Source: an optimization exercise on an open RTL-to-GDS flow (aim: small area). Production flows keep margins and buffers that such runs may drop.
RTL that was checked went through simulation tests only; none was proved equivalent to the original.
Function not checked in run 1: the RTL went through the layout flow alone.
Power and IR drop assume default switching activity.

## flow/design.v (module list and top-level ports; edited modules follow where they fit)
// module getPixel: 190 lines
// module trail_hold: 3 lines
// module maj3: 3 lines
// module vle16: 11 lines
// module mle16: 11 lines
// module image_idx: 2075 lines
// module image_pal: 41 lines
// module glyph_rom: 1015 lines
// module font_rom: 417 lines
// module tips_code: 49 lines
module getPixel(
    input clk,
    input hstep,      
    input reset,
    input valid,
    input [1:0] song,
    input block_type,
    input press,
    input [9:0] progress,
    input [4:0] x, y,
    input [9:0] h_cnt, v_cnt,
    input [15:0] head_x, head_y,
    input [15:0] scroll_x_in, scroll_y_in,
    input tips_display,
    input tips_display_over,
    output reg [3:0] r,
    output reg [3:0] g,
    output reg [3:0] b
    );
  // ...
==> flow/flow/run.sh <==
#!/bin/bash
# The standard layout (standard.sh) with these changes:
#  - synthesis: Yosys's abc maps with flow/abc.script (area-oriented), then every
#    combinational cell is set to its smallest drive (flow/downsize.txt); the later
#    repair steps size cells up where timing, slew or capacitance need it
#  - ports are buffered with buf_1 cells (BUFFER_PORTS_ARGS)
#  - CTS without dummy loads, with the buffers in CTS_BUFS and the clustering in CTS_EXTRA
# Each tool's full output is in the ORFS logs under orfs/logs; make's output in make_*.log.
set -euo pipefail
W=$PWD
F=$W/flow
CTS_BUFS="sky130_fd_sc_hd__clkbuf_8"
CTS_EXTRA="-sink_clustering_size 20 -sink_clustering_max_diameter 60"
{
  echo "log_cmd abc -script $F/abc.script {*}[lrange \$abc_args 2 end]"
  while IFS=: read -r from to; do
    [ -n "$from" ] && echo "chtype -map sky130_fd_sc_hd__$from sky130_fd_sc_hd__$to"
  done < "$F/downsize.txt"
} > "$W/abc_step.tcl"
# ORFS synth.tcl with only the abc call replaced
sed 's#^\(\s*\)log_cmd abc {\*}\$abc_args#\1source '"$W"'/abc_step.tcl#' \
    "$FLOW_HOME/scripts/synth.tcl" > "$W/synth_core.tcl"
grep -q "abc_step.tcl" "$W/synth_core.tcl"
sed 's#source \$::env(SCRIPTS_DIR)/synth.tcl#source '"$W"'/synth_core.tcl#' synth_recipe.tcl > "$W/my_synth.tcl"
grep -q "synth_core.tcl" "$W/my_synth.tcl"
sed -e 's#SYNTH_SCRIPT=[^ ]*#SYNTH_SCRIPT='"$W"'/my_synth.tcl#' \
    -e 's#make -C #make BUFFER_PORTS_ARGS="-buffer_cell sky130_fd_sc_hd__buf_1" CTS_ARGS="-sink_clustering_enable -repair_clock_nets -dont_use_dummy_load -buf_list {'"$CTS_BUFS"'} '"$CTS_EXTRA"'" -C #' \
    standard.sh > "$W/my_standard.sh"
grep -q "my_synth.tcl" "$W/my_standard.sh"
grep -q "BUFFER_PORTS_ARGS" "$W/my_standard.sh"
bash "$W/my_standard.sh" finish > "$W/make_finish.log" 2>&1
==> flow/flow/abc.script <==
strash
dc2
&get -n
&dch
&nf -R 1000 -F 10 -A 10 -p
&put
==> flow/flow/downsize.txt <==
a2111o_2:a2111o_1
a2111o_4:a2111o_1
a2111oi_2:a2111oi_1
a2111oi_4:a2111oi_1
a211o_2:a211o_1
a211o_4:a211o_1
a211oi_2:a211oi_1
a211oi_4:a211oi_1
a21bo_2:a21bo_1
a21bo_4:a21bo_1
a21boi_2:a21boi_1
a21boi_4:a21boi_1
a21o_2:a21o_1
a21o_4:a21o_1
a21oi_2:a21oi_1
a21oi_4:a21oi_1
a221o_2:a221o_1
a221o_4:a221o_1
a221oi_2:a221oi_1
a221oi_4:a221oi_1
a22o_2:a22o_1
a22o_4:a22o_1
a22oi_2:a22oi_1
a22oi_4:a22oi_1
a2bb2o_2:a2bb2o_1
a2bb2o_4:a2bb2o_1
a2bb2oi_2:a2bb2oi_1
a2bb2oi_4:a2bb2oi_1
a311o_2:a311o_1
a311o_4:a311o_1
a311oi_2:a311oi_1
a311oi_4:a311oi_1
a31o_2:a31o_1
a31o_4:a31o_1
a31oi_2:a31oi_1
a31oi_4:a31oi_1
a32o_2:a32o_1
a32o_4:a32o_1
a32oi_2:a32oi_1
a32oi_4:a32oi_1
a41o_2:a41o_1
a41o_4:a41o_1
a41oi_2:a41oi_1
a41oi_4:a41oi_1
and2_2:and2_1
and2_4:and2_1
and2b_2:and2b_1
and2b_4:and2b_1
and3_2:and3_1
and3_4:and3_1
and3b_2:and3b_1
and3b_4:and3b_1
and4_2:and4_1
and4_4:and4_1
and4b_2:and4b_1
and4b_4:and4b_1
and4bb_2:and4bb_1
and4bb_4:and4bb_1
fa_2:fa_1
fa_4:fa_1
ha_2:ha_1
ha_4:ha_1
maj3_2:maj3_1
maj3_4:maj3_1
mux2_2:mux2_1
mux2_4:mux2_1
mux2_8:mux2_1
mux2i_2:mux2i_1
mux2i_4:mux2i_1
mux4_2:mux4_1
mux4_4:mux4_1
nand2_2:nand2_1
nand2_4:nand2_1
nand2_8:nand2_1
nand2b_2:nand2b_1
nand2b_4:nand2b_1
nand3_2:nand3_1
nand3_4:nand3_1
nand3b_2:nand3b_1
nand3b_4:nand3b_1
nand4_2:nand4_1
nand4_4:nand4_1
nand4b_2:nand4b_1
nand4b_4:nand4b_1
nand4bb_2:nand4bb_1
nand4bb_4:nand4bb_1
nor2_2:nor2_1
nor2_4:nor2_1
nor2_8:nor2_1
nor2b_2:nor2b_1
nor2b_4:nor2b_1
nor3_2:nor3_1
nor3_4:nor3_1
nor3b_2:nor3b_1
nor3b_4:nor3b_1
nor4_2:nor4_1
nor4_4:nor4_1
nor4b_2:nor4b_1
nor4b_4:nor4b_1
nor4bb_2:nor4bb_1
nor4bb_4:nor4bb_1
o2111a_2:o2111a_1
o2111a_4:o2111a_1
o2111ai_2:o2111ai_1
o2111ai_4:o2111ai_1
o211a_2:o211a_1
o211a_4:o211a_1
o211ai_2:o211ai_1
o211ai_4:o211ai_1
o21a_2:o21a_1
o21a_4:o21a_1
o21ai_2:o21ai_1
o21ai_4:o21ai_1
o21ba_2:o21ba_1
o21ba_4:o21ba_1
o21bai_2:o21bai_1
o21bai_4:o21bai_1
o221a_2:o221a_1
o221a_4:o221a_1
o221ai_2:o221ai_1
o221ai_4:o221ai_1
o22a_2:o22a_1
o22a_4:o22a_1
o22ai_2:o22ai_1
o22ai_4:o22ai_1
o2bb2a_2:o2bb2a_1
o2bb2a_4:o2bb2a_1
o2bb2ai_2:o2bb2ai_1
o2bb2ai_4:o2bb2ai_1
o311a_2:o311a_1
o311a_4:o311a_1
o311ai_2:o311ai_1
o311ai_4:o311ai_1
o31a_2:o31a_1
o31a_4:o31a_1
o31ai_2:o31ai_1
o31ai_4:o31ai_1
o32a_2:o32a_1
o32a_4:o32a_1
o32ai_2:o32ai_1
o32ai_4:o32ai_1
o41a_2:o41a_1
o41a_4:o41a_1
o41ai_2:o41ai_1
o41ai_4:o41ai_1
or2_2:or2_1
or2_4:or2_1
or2b_2:or2b_1
or2b_4:or2b_1
or3_2:or3_1
or3_4:or3_1
or3b_2:or3b_1
or3b_4:or3b_1
or4_2:or4_1
or4_4:or4_1
or4b_2:or4b_1
or4b_4:or4b_1
or4bb_2:or4bb_1
or4bb_4:or4bb_1
xnor2_2:xnor2_1
xnor2_4:xnor2_1
xnor3_2:xnor3_1
xnor3_4:xnor3_1
xor2_2:xor2_1
xor2_4:xor2_1
xor3_2:xor3_1
xor3_4:xor3_1
==> flow/standard.sh <==
#!/bin/bash
# synth_recipe.tcl (not shown) runs the flow's synth.tcl, then flattens the netlist and writes it again
# the make line also repeats each setting of config.mk as NAME=value (left out here)
make -C /OpenROAD-flow-scripts/flow DESIGN_CONFIG=/design/flow/config.mk WORK_HOME=/design/flow/orfs CLKGATE_MAP_FILE= SYNTH_SCRIPT=/design/flow/synth_recipe.tcl "${@:-finish}"
==> flow/config.mk <==
export PLATFORM = sky130hd
export DESIGN_NAME = getPixel
export DESIGN_NICKNAME = getPixel
export VERILOG_FILES = /design/flow/design.v
export SDC_FILE = /design/flow/constraint.sdc
export NUM_CORES = 8
export LEC_CHECK = 0
export CAP_MARGIN = 20
export CORE_MARGIN = 2
export CORE_UTILIZATION = 40
export GPL_TIMING_DRIVEN = 0
export SETUP_SLACK_MARGIN = 0.3
export SLEW_MARGIN = 20
export SYNTH_HIERARCHICAL = 1
export SYNTH_MEMORY_MAX_BITS = 131072
==> flow/constraint.sdc <==
create_clock -name core_clock -period 20.0 [get_ports {clk}]
set_input_delay 4.0000 -clock core_clock [delete_from_list [all_inputs] [get_ports {clk}]]
set_output_delay 4.0000 -clock core_clock [all_outputs]
set_load 0.01 [all_outputs]
==> results_dict.tcl, run 1 <==
set metrics [dict create \
    final_cell_mix "maj3_1 (960), dfxtp_1 (556), a22o_1 (535), nand2_1 (470), nor2_1 (284)" \
    grt-ovfl-total 0 \
    netSwitchingFraction 0.438 \
    comb_power_share 0.497 \
    worstPathMaxFanout 17 \
    wl_met1_um 93000 \
    pg_comb_uw 2270 \
    first_global_vias 42983 \
    layout.nets 5584 \
    die_y_um 336 \
    io_buffers 125 \
    slowest_stage "fa_1" \
    synth_top_area_frac 0.253 \
    cp-startpoint "h_cnt[1]" \
    worstMarginPinSlew_ns 1.30 \
    status "finished clean" \
    synth.most_common_cell "maj3_1" \
    inv_count 142 \
    setup_tns_ns 0 \
    synth_top_family_by_area "adder cells" \
    ys_types 75 \
    hp-class "register to register" \
    drt_wl_total_um 211000 \
    p_clk_uw 663 \
    setup_viol 0 \
    grt_max_degree 129 \
    synth_enable_flop_cells 13 \
    grt_pass1_wl_um 305000 \
    hold_buffers 0 \
    crit_top_cell "maj3_1" \
    wl_per_cell_um 31.1 \
    hold_start "bf[5]" \
    r2r-start "by[128]" \
    drv_slew 0 \
    cellLeakagePower_uw 0.0172 \
    drive_above_1_share 0.0435 \
    p_int_uw 2570 \
    hpwl_um 153000 \
    cts_setup_buffers 0 \
    layout_commonest_cell "maj3_1" \
    gp_congestion 1.10 \
]
==> module getPixel, before the edit <==
module getPixel(
    input clk,
    input hstep,      
    input reset,
    input valid,
    input [1:0] song,
    input block_type,
    input press,
    input [9:0] progress,
    input [4:0] x, y,
    input [9:0] h_cnt, v_cnt,
    input [15:0] head_x, head_y,
    input [15:0] scroll_x_in, scroll_y_in,
    input tips_display,
    input tips_display_over,
    output reg [3:0] r,
    output reg [3:0] g,
    output reg [3:0] b
    );
    reg [255:0] bx, by;
    reg [15:0] bv, bf;
    wire push = hstep & press;
    wire pushn = ~push;
    always @(posedge clk or posedge reset) begin
        if (reset)
            bv <= 16'd0;
        else if (push)
            bv <= {bv[14:0], 1'b1};
    end
    wire [255:0] nbx, nby;
    genvar k;
    generate
        for (k = 0; k < 256; k = k + 1) begin : hold
            trail_hold hx(.e(push), .en(pushn), .d(k < 16 ? head_x[k % 16] : bx[(k + 240) % 256]), .q(bx[k]), .y(nbx[k]));
            trail_hold hy(.e(push), .en(pushn), .d(k < 16 ? head_y[k % 16] : by[(k + 240) % 256]), .q(by[k]), .y(nby[k]));
        end
    endgenerate
    wire [15:0] nbf;
    wire f_head = ((|head_x[15:3]) | (&head_x[2:0])) & ((|head_y[15:3]) | (&head_y[2:0]));
    generate
        for (k = 0; k < 16; k = k + 1) begin : holdf
            trail_hold hf(.e(push), .en(pushn), .d(k == 0 ? f_head : bf[(k + 15) % 16]), .q(bf[k]), .y(nbf[k]));
        end
    endgenerate
    always @(posedge clk) begin
        bx <= nbx;
        by <= nby;
        bf <= nbf;
    end
    wire [15:0] sx = scroll_x_in - 16'd1;
    wire [15:0] sy = scroll_y_in - 16'd1;
    wire [16:0] ax = {7'd0, h_cnt} + {1'b0, sx};
    wire [16:0] ay = {7'd0, v_cnt} + {1'b0, sy};
    wire [16:0] px = ax + 17'd7;      
    wire [16:0] py = ay + 17'd7;
    wire [16:0] mx = ax - 17'd7;      
    wire [16:0] my = ay - 17'd7;
    wire axs = (ax[16:3] == 14'd0) && (ax[2:0] != 3'd7);
    wire ays = (ay[16:3] == 14'd0) && (ay[2:0] != 3'd7);
    wire [15:0] npx = ~px[15:0], npy = ~py[15:0];
    wire [15:0] nmx = ~mx[15:0], nmy = ~my[15:0];
    wire [15:0] lx, ly;
    wire [16:0] ux, uy;    
    generate
        for (k = 0; k < 16; k = k + 1) begin : cmp
            wire [15:0] vx = bx[16*k +: 16];
            wire [15:0] vy = by[16*k +: 16];
            wire gx, gy;
            vle16 lcx(.v(vx), .np(npx), .gt(gx));
            vle16 lcy(.v(vy), .np(npy), .gt(gy));
            assign lx[k] = px[16] | ~gx;
            assign ly[k] = py[16] | ~gy;
            if (k < 15) begin : up
                wire cx, cy;
                mle16 ucx(.nm(nmx), .u(vx), .le(cx));
                mle16 ucy(.nm(nmy), .u(vy), .le(cy));
                assign ux[k + 1] = axs | (~mx[16] & cx);
                assign uy[k + 1] = ays | (~my[16] & cy);
            end else begin : noup
                assign ux[k + 1] = 1'b0;
                assign uy[k + 1] = 1'b0;
            end
        end
    endgenerate
    wire chx, chy;
    mle16 hcx(.nm(nmx), .u(head_x), .le(chx));
    mle16 hcy(.nm(nmy), .u(head_y), .le(chy));
    assign ux[0] = axs | (~mx[16] & chx);
    assign uy[0] = ays | (~my[16] & chy);
    wire lxc = px >= 17'd336;
    wire lyc = py >= 17'd240;
    wire uxc = axs | (~mx[16] & (mx[15:0] <= 16'd336));
    wire uyc = ays | (~my[16] & (my[15:0] <= 16'd240));
    wire [15:0] bvu = {bv[14:0], 1'b1};
    wire [15:0] real_hit = bv & bf & lx & ly & ux[15:0] & uy[15:0];
    wire [15:0] edge_hit = bvu & ~bv & ux[15:0] & uy[15:0];
    wire isbody = (|real_hit) | (lxc & lyc & ((|edge_hit) | (~bv[14] & uxc & uyc)));
    wire vprog = (v_cnt >= 10'd16) && (v_cnt < 10'd40);
    wire r1 = (h_cnt >= 10'd538) && (h_cnt < 10'd556);
    wire r2 = (h_cnt >= 10'd556) && (h_cnt < 10'd574);
    wire rd = (h_cnt >= 10'd574) && (h_cnt < 10'd582);
    wire r3 = (h_cnt >= 10'd582) && (h_cnt < 10'd600);
    wire rp = (h_cnt >= 10'd600) && (h_cnt < 10'd624);
    wire [2:0] kc = r1 ? 3'd1 : r2 ? 3'd2 : rd ? 3'd3 : r3 ? 3'd4 : rp ? 3'd5 : 3'd0;
    wire [4:0] hl = h_cnt[4:0];
    wire [4:0] oc = r1 ? hl - 5'd26 : r2 ? hl - 5'd12 : rd ? hl - 5'd30 : r3 ? hl - 5'd6 : hl - 5'd16;
    reg [4:0] yq;
    reg [2:0] kq;
    reg [4:0] oq;
    reg [9:0] pq;
    always @(posedge clk) begin
        yq <= vprog ? v_cnt[4:0] - 5'd16 : 5'd0;
        kq <= kc;
        oq <= oc;
        pq <= progress;
    end
    function [3:0] add3;
        input [3:0] v;
        add3 = (v >= 4'd5) ? v + 4'd3 : v;
    endfunction
    reg [21:0] bcd;
    integer j;
    always @(*) begin
        bcd = {12'd0, pq};
        for (j = 0; j < 10; j = j + 1) begin
            bcd[13:10] = add3(bcd[13:10]);
            bcd[17:14] = add3(bcd[17:14]);
            bcd[21:18] = add3(bcd[21:18]);
            bcd = bcd << 1;
        end
    end
    wire [3:0] d1 = bcd[21:18] == 4'd10 ? 4'd0 : bcd[21:18];
    wire [3:0] d2 = bcd[17:14];
    wire [3:0] d3 = bcd[13:10];
    wire [3:0] gsel = r1 ? d1 : r2 ? d2 : r3 ? d3 : 4'd10;
    wire [4:0] xsel = (kq == kc) ? oq : (rp ? 5'd8 : 5'd0);
    wire [1:0] gt;
    glyph_rom gr(.a({gsel, yq, xsel}), .d(gt));
    wire nz1 = (progress >= 10'd100) && (progress < 10'd1000);
    wire [1:0] ptype = r1 ? {1'b0, gt[0] & nz1} : gt;
    wire [2:0] iidx;
    image_idx ii(.a({song, block_type, y, x}), .d(iidx));
    reg [2:0] itex, iq;
    always @(posedge clk) begin
        itex <= {song, block_type};
        iq <= iidx;
    end
    wire [11:0] img;
    image_pal ip(.a({itex, iq}), .d(img));
    wire inmsg = (h_cnt >= 10'd48) && (h_cnt < 10'd432) && (v_cnt >= 10'd448) && (v_cnt < 10'd466);
    wire [7:0] hq = h_cnt[9:2];
    wire [4:0] pos = hq / 3 - 5'd4;
    wire [1:0] mpos = hq % 3;
    wire [3:0] ncode;
    tips_code tc(.a({tips_display_over, pos}), .d(ncode));
    reg clr;
    reg [3:0] cq;
    reg [1:0] mq, rq;
    reg [4:0] fyq;
    always @(posedge clk or posedge reset)
        if (reset) clr <= 1'b1;
        else clr <= 1'b0;
    wire use_new = valid & ~isbody & inmsg;
    wire [3:0] cc = use_new ? ncode : clr ? 4'd0 : cq;
    wire [1:0] mc = use_new ? mpos : clr ? 2'd0 : mq;
    wire [1:0] rc = use_new ? h_cnt[1:0] : clr ? 2'd0 : rq;
    wire [4:0] fyc = use_new ? v_cnt[4:0] : clr ? 5'd0 : fyq;
    always @(posedge clk) begin
        cq <= cc;
        mq <= mc;
        rq <= rc;
        fyq <= fyc;
    end
    wire fbit;
    font_rom fr(.a({cq, mq, rq, fyq}), .d(fbit));
    always @(*) begin
        if (~valid)
            {r, g, b} = 12'h000;
        else if (h_cnt >= 10'd313 && h_cnt <= 10'd327 && v_cnt >= 10'd233 && v_cnt <= 10'd247)
            {r, g, b} = 12'hf00;
        else if (isbody)
            {r, g, b} = 12'hf00;
        else if (vprog && (r1 | r2 | rd | r3 | rp))
            {r, g, b} = ptype == 2'b00 ? img : ptype[1] ? 12'hfff : 12'h000;
        else if (inmsg)
            {r, g, b} = (ncode != 4'd0 && fbit && (tips_display | tips_display_over)) ? 12'hfff : img;
        else
            {r, g, b} = img;
    end
endmodule
==> run 2: changes to the inputs <==
--- a/flow/design.v
+++ b/flow/design.v
@@ -50,12 +50,14 @@
     end
-    wire [15:0] sx = scroll_x_in - 16'd1;
-    wire [15:0] sy = scroll_y_in - 16'd1;
-    wire [16:0] ax = {7'd0, h_cnt} + {1'b0, sx};
-    wire [16:0] ay = {7'd0, v_cnt} + {1'b0, sy};
-    wire [16:0] px = ax + 17'd7;      
-    wire [16:0] py = ay + 17'd7;
-    wire [16:0] mx = ax - 17'd7;      
-    wire [16:0] my = ay - 17'd7;
-    wire axs = (ax[16:3] == 14'd0) && (ax[2:0] != 3'd7);
-    wire ays = (ay[16:3] == 14'd0) && (ay[2:0] != 3'd7);
+    wire zx = (scroll_x_in == 16'd0);
+    wire zy = (scroll_y_in == 16'd0);
+    wire [10:0] h6 = {1'b0, h_cnt} + 11'd6;
+    wire [10:0] v6 = {1'b0, v_cnt} + 11'd6;
+    wire [16:0] qx = {1'b0, scroll_x_in} + {6'd0, h6};
+    wire [16:0] qy = {1'b0, scroll_y_in} + {6'd0, v6};
+    wire [16:0] px = {qx[16] | zx, qx[15:0]};
+    wire [16:0] py = {qy[16] | zy, qy[15:0]};
+    wire [16:0] mx = px - 17'd14;
+    wire [16:0] my = py - 17'd14;
+    wire axs = (px < 17'd14);
+    wire ays = (py < 17'd14);
     wire [15:0] npx = ~px[15:0], npy = ~py[15:0];
--- a/flow/flow/run.sh
+++ b/flow/flow/run.sh
@@ -12,3 +12,3 @@
 CTS_BUFS="sky130_fd_sc_hd__clkbuf_8"
-CTS_EXTRA="-sink_clustering_size 20 -sink_clustering_max_diameter 60"
+CTS_EXTRA="-sink_clustering_size 16 -sink_clustering_max_diameter 60"
 {
==> results_dict.tcl, run 2 <==
set metrics [dict create \
    synth_compound_area_frac 0.264 \
    crit_required_ns 16.00 \
    slowest_stage "ha_1" \
    cellLeakagePower_uw 0.0170 \
    die_w_um 333 \
    top_regs "bx (256), by (256)" \
    regToRegEndpoint "cq[0]" \
    hold_start "by[250]" \
    clk_pin_slew_worst_paths_ns 0.06 \
    synth_area_per_cell_um2 8.79 \
    ys.flop_type "dfxtp_1" \
    rsz0062_at_grt "false" \
    syn-num-nets 5242 \
    dr.pass1.iters 6 \
    wl_per_cell_um 33.1 \
    synthSimpleGateAreaFrac 0.146 \
    p_int_uw 2550 \
    ir_drop_mv 0.0775 \
    synth_top_area_frac 0.257 \
    path_class "input pin to output port" \
    gp_congestion 1.08 \
    vias 45012 \
    multi_input_area_mm2 0.0313 \
    post-route-cell-area_mm2 0.0481 \
    synth_enable_flop_cells 13 \
    drcViolationCount 0 \
    rows 120 \
    drive_above_1_share 0.0442 \
    yosys.area_share.xor_xnor 0.0158 \
    crit_path_max_incr_delay_ns 0.81 \
    ios 126 \
    io_buffers 125 \
    layout.nets 5493 \
    hold_viol 0 \
    drt_wl_total_um 218000 \
    die_area_mm2 0.111 \
    min_period_ns 19.33 \
    htree_levels 2 \
    placed_area_mm2 0.0472 \
    ys_types 75 \
    synthArstFlopShare 0.0290 \
    hold_buffers 0 \
    grt_pass1_wl_um 314000 \
    n_fill_cell 10728 \
    first_global_vias 43313 \
    critPathLaunchType "input pin" \
    worstPathMaxFanout 19 \
    clk_latency_ns 0.73 \
    synth_mux_area_frac 0.00620 \
    cp.depth 32 \
    die_y_um 333 \
    max_freq_mhz 51.7 \
    antenna_found_initial 15 \
    clock_sinks 587 \
    crit_top_cell "maj3_1" \
    regArea_mm2 0.0120 \
    pwr-share-clk 0.147 \
    fin_util 0.448 \
    synthAdderAreaFrac 0.278 \
    comb_power_share 0.488 \
    cts_setup_buffers 0 \
    cp.arrival_ns 15.33 \
    rrSetupSlack_ns 9.42 \
    crit_family "adder cells" \
    layout_commonest_cell "maj3_1" \
    fin_skew_ns 0.0934 \
    p_seq_frac 0.365 \
    r2r_cells 26 \
    grt_util_all_layers 0.377 \
    core_area_mm2 0.107 \
    synth_top_family_by_area "adder cells" \
    powerDensity_mw_per_mm2 93.6 \
    grt_max_degree 124 \
    synth_top_cells_by_count "maj3_1 (960), dfxtp_1 (557), a22o_1 (533), nand2_1 (418), a21oi_1 (309)" \
    root_buffer "clkbuf_8" \
    worstMarginPinSlew_ns 1.33 \
    netSwitchingFraction 0.433 \
    syn_area_mm2 0.0434 \
    clockBufferDepth 3 \
    hpwl_um 162000 \
    drv_slew 0 \
    post_cts_resized 0 \
    final_cell_mix "maj3_1 (960), dfxtp_1 (556), a22o_1 (533), nand2_1 (417), a21oi_1 (306)" \
    cts-buffers-inserted 59 \
    grt-ovfl-total 0 \
    setup_viol 0 \
    syn-instance-count 4935 \
    cp-end-kind "output port" \
    p_sw_uw 1950 \
    synth.most_common_cell "maj3_1" \
    ys_seq_area_frac 0.276 \
    drv_cap 0 \
    ant_nets 0 \
    via_per_inst 6.83 \
    hold_end "by[250]" \
    status "finished clean" \
    start_util 0.404 \
    yosys-top-cells-area "dfxtp_1 (26%), maj3_1 (22%), a22o_1 (11%)" \
    critical_path_buf_inv_count 5 \
    fin_crit_sh 0.967 \
    first_iter_violations 5481 \
    synth_warnings 9 \
    holdPathStages 1 \
    relSlewSlack 0.107 \
    cts_tree "built" \
    yosys_register_bits 587 \
    syn_to_final_growth_pct 10.9 \
    hp-class "register to register" \
    r2r-start "by[192]" \
    synth_top_cell_by_area "dfxtp_1" \
]
-- run 2: cell count changes in the layout (fill, tap and decap cells not counted), sizes merged, moves of 10 or more --
cell,change
nand3,+14
ha,+14
nand2b,-12
nor3b,-17
xnor2,-21
clkinv,+15
xor2,-32
nor2,-18
nand2,-53
diode,-11
nor2b,-10
and2,+15
a21oi,+26
-- run 2: worst max-delay path by stage --
stage	slack, ns	end	start
finish	0.67	g[2]	h_cnt[1]
global route	0.30	g[0]	h_cnt[2]
CTS	0.61	g[0]	h_cnt[1]
detailed placement	0.63	g[0]	h_cnt[1]
global placement	-5.08	bx[92]	press
floorplan	2.62	bf[0]	press
-- run 2: area by class of cell --
class                           instances  share of cell area
Tap cell                             1403              0.0365
Timing Repair Buffer                  190              0.0331
Inverter                              157              0.0126
Buffer                                  1           0.0000781
Multi-Input combinational cell       4190               0.651
Antenna cell                            7            0.000364
Clock buffer                           59              0.0169
Sequential cell                       587               0.249
-- run 2: metal layers --
| metal | vias to the layer above | track usage | part of all wire |
|---|---|---|---|
| li1 | 19865 | - | - |
| met1 | 22146 | 0.533 | 0.45 |
| met2 | 2482 | 0.517 | 0.39 |
| met3 | 509 | 0.136 | 0.11 |
| met4 | 10 | 0.141 | 0.043 |
| met5 | - | 0 | 0.00032 |
-- run 2: metrics by stage --
step | hold WS, ns | setup TNS [ns] | power, µW | std cells | setup slack, ns
2_1_floorplan | 0.433 | 0 | 3050 | 4935 | 2.62
3_3_place_gp | 0.454 | -2647.39 | 3700 | 6463 | -5.08
3_5_place_dp | 0.451 | 0 | 3790 | 6528 | 0.626
4_1_cts | 0.475 | 0 | 4450 | 6587 | 0.610
5_1_grt | 0.489 | 0 | 4740 | 6588 | 0.305
6_report | 0.475 | 0 | 4500 | 6594 | 0.667
-- run 2: Yosys stat by module (local to each module, per instance) --
module,cells,flops+latches,area (µm²),copies in the design
getPixel,1414,587,17400,1
image_idx,1043,0,6000,1
glyph_rom,523,0,3020,1
font_rom,220,0,1240,1
image_pal,113,0,682,1
tips_code,70,0,409,1
maj3,1,0,10.0,960
trail_hold,1,0,8.76,528
mle16,1,0,6.26,32
vle16,1,0,6.26,32
-- run 2: power groups by stage --
stage	sequential [µW]	clock [µW]	combinational, µW
finish	1640	663	2200
floorplan	1600	0	1450
detailed placement	1660	0	2130
global route	1680	723	2340
global placement	1650	0	2040
CTS	1640	680	2140
-- run 2: logic make-up (layout without fill, tap and decap cells) --
group | after synthesis | count (layout)
AND/OR/NAND/NOR | 1322 | 1322
multiplexers | 25 | 25
other | 1 | 8
flip-flops | 587 | 587
adder cells (fa/ha/maj) | 1153 | 1153
buffers and inverters | 158 | 407
AO/OA/AOI/OAI | 1611 | 1611
XOR/XNOR | 78 | 78

separate check: timing with driven ports:
The results above use ideal ports. As a check the final layouts listed here were re-extracted and re-timed, cells and wires unchanged. Step 1: set_driving_cell puts a clkbuf_16 on clk and a buf_2 on each other input, an assumption about the parent block. Step 2 moves the port delays by t, midway between the first and last clock arrival at a register: inputs arrive t later, outputs are due t later. That takes back most of the time a late clock gives input paths. Slacks: no drivers / after step 1 / after step 2; pairs: no drivers / after step 1.
| run | t (ns) | slack for setup (ns) | worst slew at a driven data input, ns |
|---|---|---|---|
| run 1 | 0.774 | 0.871 / 0.704 / 0.704 | 0.17 |
| run 2 | 0.764 | 0.667 / 0.608 / 0.608 | 0.14 |
After both steps setup and hold are still met in every run listed. The setup slack of run 1, which loses most, moves by -0.167 ns with the drivers and by -0.167 ns with both steps.
